This design comes from an exercise in tuning for small area, a short achievable clock period and few clock cycles per item on the open sky130 flow, not from production work. Only simulation tests tie the RTL to the original design; equivalence was not proved. Power and IR drop assume default switching activity.

v12:
Design time_based_processor, start of the top module:
module time_based_processor(
    input           clk,             
    input           rst_n,           
    input  [7:0]    data_in,         
    input  [2:0]    opcode,          
    input           data_valid,      
    output [15:0]   data_out,        
    output          data_ready,      
    output [3:0]    status_flags     
);
    localparam OP_NOP     = 3'b000;
    localparam OP_ADD     = 3'b001;
    localparam OP_SUB     = 3'b010;
    localparam OP_MUL     = 3'b011;
    localparam OP_SHIFT   = 3'b100;
    localparam OP_FILTER  = 3'b101;
    localparam OP_INVERT  = 3'b110;
    localparam OP_COMPARE = 3'b111;
    reg        wait_b;        
    reg        busy;          
    reg        ready;         
    reg [7:0]  x;             
    reg [2:0]  op;            
    reg [15:0] result;
    reg        flag_ovf;
    reg        flag_zero;
    wire idle = ~(wait_b | busy | ready);
    wire [7:0] b = data_in;
    function [10:0] radd;    
        input [9:0] p, q;
        input       ci;
        integer i;
        reg cy;
        begin
            cy = ci;
            for (i = 0; i < 10; i = i + 1) begin
                radd[i] = p[i] ^ q[i] ^ cy;
                cy = (p[i] & q[i]) | (cy & (p[i] ^ q[i]));
            end
            radd[10] = cy;
        end
    endfunction
    wire [10:0] a3s = {2'b00, x} + {1'b0, x, 1'b0};
    function [9:0] pp;
        input [1:0] d;
        case (d)
            2'd0: pp = 10'd0;
            2'd1: pp = {2'b00, x};
            2'd2: pp = {1'b0, x, 1'b0};
            default: pp = a3s[9:0];
        endcase
    endfunction
    wire [15:0] mfirst = {pp(b[1:0]), b[7:2]};
    wire [9:0]  t0     = {2'b00, result[15:8]};
    wire [9:0]  t1     = {2'b00, x & {8{result[0]}}};
    wire [9:0]  t2     = {1'b0, x & {8{result[1]}}, 1'b0};
    wire [9:0]  cs_s   = t0 ^ t1 ^ t2;
    wire [9:0]  cs_c   = (t0 & t1) | (t0 & t2) | (t1 & t2);
    wire [10:0] msum   = {1'b0, cs_s} + {cs_c, 1'b0};
    wire [15:0] mstep  = {msum[9:0], result[7:2]};
    wire       sub = (op == OP_SUB) || (op == OP_COMPARE);
    wire [7:0] y   = b ^ {8{sub}};
  ...
Size: ~610 cells after synthesis, ~32 flip-flops, about 35 I/O pins, about 0.0038 mm^2 of cells after synthesis.
clock: 5.5 ns
lec_check: 0
abc_area: 1
cap_margin: 20
core_margin: 2
core_utilization: 60
setup_slack_margin: 2
slew_margin: 20
standard.sh (not shown) runs the stock make flow with config.mk's settings and CLKGATE_MAP_FILE= SYNTH_SCRIPT=/design/flow/synth_recipe.tcl, a recipe that flattens the netlist after the stock synthesis.
==> flow/flow/run.sh <==
#!/bin/bash
# Standard layout with two changes: plain buf_1 cells as the port buffers,
# and half adders left to abc as plain gates (flow/noha.mk).
bash standard.sh "DESIGN_CONFIG=$PWD/flow/noha.mk" "BUFFER_PORTS_ARGS=-buffer_cell sky130_fd_sc_hd__buf_1" finish > standard.log 2>&1
==> flow/flow/noha.mk <==
# The standard flow's settings, plus the half-adder cells marked don't-use so that
# synthesis leaves half adders to abc as plain gates.
include $(FLOW_CONFIG)
export DONT_USE_CELLS += sky130_fd_sc_hd__ha_1 sky130_fd_sc_hd__ha_2 sky130_fd_sc_hd__ha_4
Testbench counts of v12, summed over its fixed seeds: cycles 14,892, ops 4,800.
For v6, these inputs were changed with respect to v12:
- CORE_UTILIZATION now 40, was 60
==> flow/run.sh (new file) <==
#!/bin/bash
# synth_recipe.tcl (not shown) runs the flow's synth.tcl, then flattens the netlist and writes it again
# the make line also repeats each setting of config.mk as NAME=value (left out here)
make -C /OpenROAD-flow-scripts/flow DESIGN_CONFIG=/design/flow/config.mk WORK_HOME=/design/flow/orfs CLKGATE_MAP_FILE= SYNTH_SCRIPT=/design/flow/synth_recipe.tcl finish
removed: flow/flow/run.sh
removed: flow/flow/noha.mk
removed: flow/standard.sh
- v12 → v6: power drawn by the combinational cells rose by about 10%; share of final-layout standard cells stronger than drive strength 1 fell by 1.8 points.
- The worst hold-check slack of v6 falls short of that of v12 by 27 ps.
- The highest-delay cell along the critical path comes out sky130_fd_sc_hd__clkdlybuf4s50_1 in one run and sky130_fd_sc_hd__edfxtp_1 in the other, namely in v6 and v12 respectively.
- Between v12 and v6, the flow reports count of non-filler cells in the finished layout increasing by a few percent.
- v6 vs v12 on share of power burned in combinational logic: v6 is the higher one.

========
The RTL this note starts from:
==> flow/design.v <==
`timescale 1ns / 1ps
module time_based_processor(
    input           clk,             
    input           rst_n,           
    input  [7:0]    data_in,         
    input  [2:0]    opcode,          
    input           data_valid,      
    output [15:0]   data_out,        
    output          data_ready,      
    output [3:0]    status_flags     
);
    localparam OP_NOP     = 3'b000;
    localparam OP_ADD     = 3'b001;
    localparam OP_SUB     = 3'b010;
    localparam OP_MUL     = 3'b011;
    localparam OP_SHIFT   = 3'b100;
    localparam OP_FILTER  = 3'b101;
    localparam OP_INVERT  = 3'b110;
    localparam OP_COMPARE = 3'b111;
    reg        wait_b;        
    reg        busy;          
    reg        ready;         
    reg [7:0]  x;             
    reg [2:0]  op;            
    reg [15:0] result;
    reg        flag_ovf;
    reg        flag_zero;
    wire idle = ~(wait_b | busy | ready);
    wire [7:0] b = data_in;
    function [10:0] padd;
        input [9:0] a, b;
        input       ci;
        reg   [9:0] g, p, gg, pp;
        integer i, l;
        begin
            p = a ^ b;
            g = (a & b) | {9'd0, p[0] & ci};
            gg = g;
            pp = p;
            for (l = 0; l < 4; l = l + 1)
                for (i = 9; i >= 0; i = i - 1)
                    if ((i >> l) & 1) begin
                        gg[i] = gg[i] | (pp[i] & gg[((i >> l) << l) - 1]);
                        pp[i] = pp[i] & pp[((i >> l) << l) - 1];
                    end
            padd = {gg[9], p ^ {gg[8:0], ci}};
        end
    endfunction
    wire [9:0]  t0     = {2'b00, result[15:8]};
    wire [9:0]  t1     = {2'b00, x & {8{result[0]}}};
    wire [9:0]  t2     = {1'b0, x & {8{result[1]}}, 1'b0};
    wire [9:0]  cs_s   = t0 ^ t1 ^ t2;
    wire [9:0]  cs_c   = (t0 & t1) | (t0 & t2) | (t1 & t2);
    wire [10:0] msum   = padd(cs_s, {cs_c[8:0], 1'b0}, 1'b0);
    wire [15:0] mstep  = {msum[9:0], result[7:2]};
    wire [10:0] sums = padd({2'b00, x}, {2'b00, b}, 1'b0);
    wire       c   = sums[8];
    wire       eq  = &(x ^ b);             
    wire [2:0] s   = b[2:0];
    wire [2:0] rl  = b[3] ? -s : s;        
    wire [7:0] r1  = rl[0] ? {x[6:0], x[7]} : x;
    wire [7:0] r2  = rl[1] ? {r1[5:0], r1[7:6]} : r1;
    wire [7:0] r3  = rl[2] ? {r2[3:0], r2[7:4]} : r2;
    wire [7:0] keep_l = 8'hFF << s;
    wire [7:0] keep_r = 8'hFF >> s;
    wire [7:0] shifted = r3 & (b[3] ? keep_r : keep_l);
    reg [15:0] alu;
    reg        alu_ovf, alu_zero;
    always @(*) begin
        alu = 16'h0000; alu_ovf = 1'b0; alu_zero = 1'b0;
        case (op)
            OP_ADD:     begin alu[7:0] = sums[7:0]; alu_ovf = c;  alu_zero = ~|(x | b); end
            OP_SUB:     begin alu[7:0] = sums[7:0]; alu_ovf = c;  alu_zero = eq; end
            OP_MUL:     begin alu[7:0] = b; alu_zero = ~|x | ~|b; end
            OP_SHIFT:   alu[7:0] = shifted;
            OP_FILTER:  alu[7:0] = x & b;
            OP_COMPARE: begin alu[1:0] = {c, ~c & ~eq}; alu_zero = eq; end
            default:    alu = 16'h0000;
        endcase
    end
    always @(posedge clk or negedge rst_n) begin
        if (!rst_n) begin
            wait_b <= 1'b0;
            busy   <= 1'b0;
            ready  <= 1'b0;
        end else begin
            if (idle && data_valid) begin
                if (opcode == OP_NOP || opcode == OP_INVERT) ready <= 1'b1;
                else wait_b <= 1'b1;
            end
            if (wait_b && data_valid) begin
                wait_b <= 1'b0;
                if (op == OP_MUL) busy <= 1'b1;
                else ready <= 1'b1;
            end
            if (busy && op[1:0] == 2'b00) begin
                busy  <= 1'b0;
                ready <= 1'b1;
            end
            if (ready && data_valid) ready <= 1'b0;
        end
    end
    always @(posedge clk) begin
        if (idle) begin
            x         <= data_in ^ {8{opcode == OP_SUB || opcode == OP_COMPARE}};
            op        <= opcode;
            result    <= {8'h00, data_in};
            flag_ovf  <= 1'b0;
            flag_zero <= 1'b0;
        end
        if (wait_b) begin
            flag_ovf  <= alu_ovf;
            flag_zero <= alu_zero;
            result    <= alu;
        end
        if (busy) begin
            op     <= op - 3'd1;
            result <= mstep;
        end
    end
    wire   out_inv      = (op == OP_SUB) || (op == OP_INVERT);
    assign data_out     = {result[15:8], result[7:0] ^ {8{out_inv}}};
    assign data_ready   = ready;
    assign status_flags = {flag_ovf, flag_zero, 1'b0, ready};
endmodule
==> flow/config.mk <==
export PLATFORM = sky130hd
export DESIGN_NAME = time_based_processor
export DESIGN_NICKNAME = time_based_processor
export VERILOG_FILES = /design/flow/design.v
export SDC_FILE = /design/flow/constraint.sdc
export NUM_CORES = 4
export LEC_CHECK = 0
export ABC_AREA = 1
export CAP_MARGIN = 20
export CORE_MARGIN = 2
export CORE_UTILIZATION = 40
export SETUP_SLACK_MARGIN = 2.5
export SLEW_MARGIN = 20
==> flow/constraint.sdc <==
create_clock -name core_clock -period 5.5 [get_ports {clk}]
set_input_delay 1.1000 -clock core_clock [delete_from_list [all_inputs] [get_ports {clk}]]
set_output_delay 1.1000 -clock core_clock [all_outputs]
set_load 0.01 [all_outputs]
==> flow/flow/run.sh <==
#!/bin/bash
# Standard layout with two changes: plain buf_1 cells as the port buffers,
# and half and full adders left to abc as plain gates (flow/noha.mk).
bash standard.sh "DESIGN_CONFIG=$PWD/flow/noha.mk" "BUFFER_PORTS_ARGS=-buffer_cell sky130_fd_sc_hd__buf_1" finish > standard.log 2>&1
==> flow/flow/noha.mk <==
# The standard flow's settings, plus the half and full adders cells marked don't-use so that
# synthesis leaves half and full adders to abc as plain gates.
include $(FLOW_CONFIG)
export DONT_USE_CELLS += sky130_fd_sc_hd__ha_1 sky130_fd_sc_hd__ha_2 sky130_fd_sc_hd__ha_4 sky130_fd_sc_hd__fa_1 sky130_fd_sc_hd__fa_2 sky130_fd_sc_hd__fa_4
Testbench counts at the start, summed over its fixed seeds: cycles 15,476, ops 4,800.
Change:
==> flow/flow/run.sh (replaced) <==
#!/bin/bash
# Standard layout with these changes: plain buf_1 cells as the port buffers,
# and half and full adders left to abc as plain gates (flow/noha.mk).
bash standard.sh "DESIGN_CONFIG=$PWD/flow/noha.mk" "BUFFER_PORTS_ARGS=-buffer_cell sky130_fd_sc_hd__buf_1"  finish > standard.log 2>&1
--- a/flow/config.mk
+++ b/flow/config.mk
@@ -11,2 +11,2 @@
-export CORE_UTILIZATION = 40
-export SETUP_SLACK_MARGIN = 2.5
+export CORE_UTILIZATION = 60
+export SETUP_SLACK_MARGIN = 3.25
Result:
- setup slack gains 0.35 ns
- non-clock buffer count rose by 21
- power rose by about 15%
- die area fell by 32%
- sequential share of layout area fell by 3.5 points
- global-route usage rose by 10 points
Change:
--- a/flow/config.mk
+++ b/flow/config.mk
@@ -12 +12 @@
-export SETUP_SLACK_MARGIN = 3.25
+export SETUP_SLACK_MARGIN = 3
=>
- synthesized area is unchanged
- die area stays the same
- wire length shrinks by 12%
- count of clock-buffer cells in the layout stays the same
- hold slack gets better by 0.0057 ns

[static timing again, ports no longer ideal]
In the flow no input, the clock included, has a driving cell. The finished layouts below were timed again as built, in two steps.
Step 1, drivers: a clkbuf_16 drives clk and a buf_2 each remaining input, both assumed.
Step 2 moves the port delays by t, midway between the first and last clock arrival at a register: inputs arrive t later, outputs are due t later. That takes back most of the time a late clock gives input paths.
Three values: ideal, step 1, step 2; two values: the first two.
run	t, ns	setup slack, ns	slew at the worst register clock pin (ns)
v12	0.326	2.312 / 2.312 / 2.010	0.08 / 0.08
v6	0.315	2.165 / 2.170 / 1.855	0.08 / 0.08
the first run of note 2	0.316	2.720 / 2.725 / 2.409	0.07 / 0.07
the second run of note 2	0.318	3.074 / 3.044 / 2.840	0.07 / 0.07
the third run of note 2	0.310	3.087 / 3.056 / 2.801	0.07 / 0.07
After both steps setup and hold are still met in every run listed. The setup slack of the first run of note 2, which loses most, moves by +0.005 ns with the drivers and by -0.311 ns with both steps.
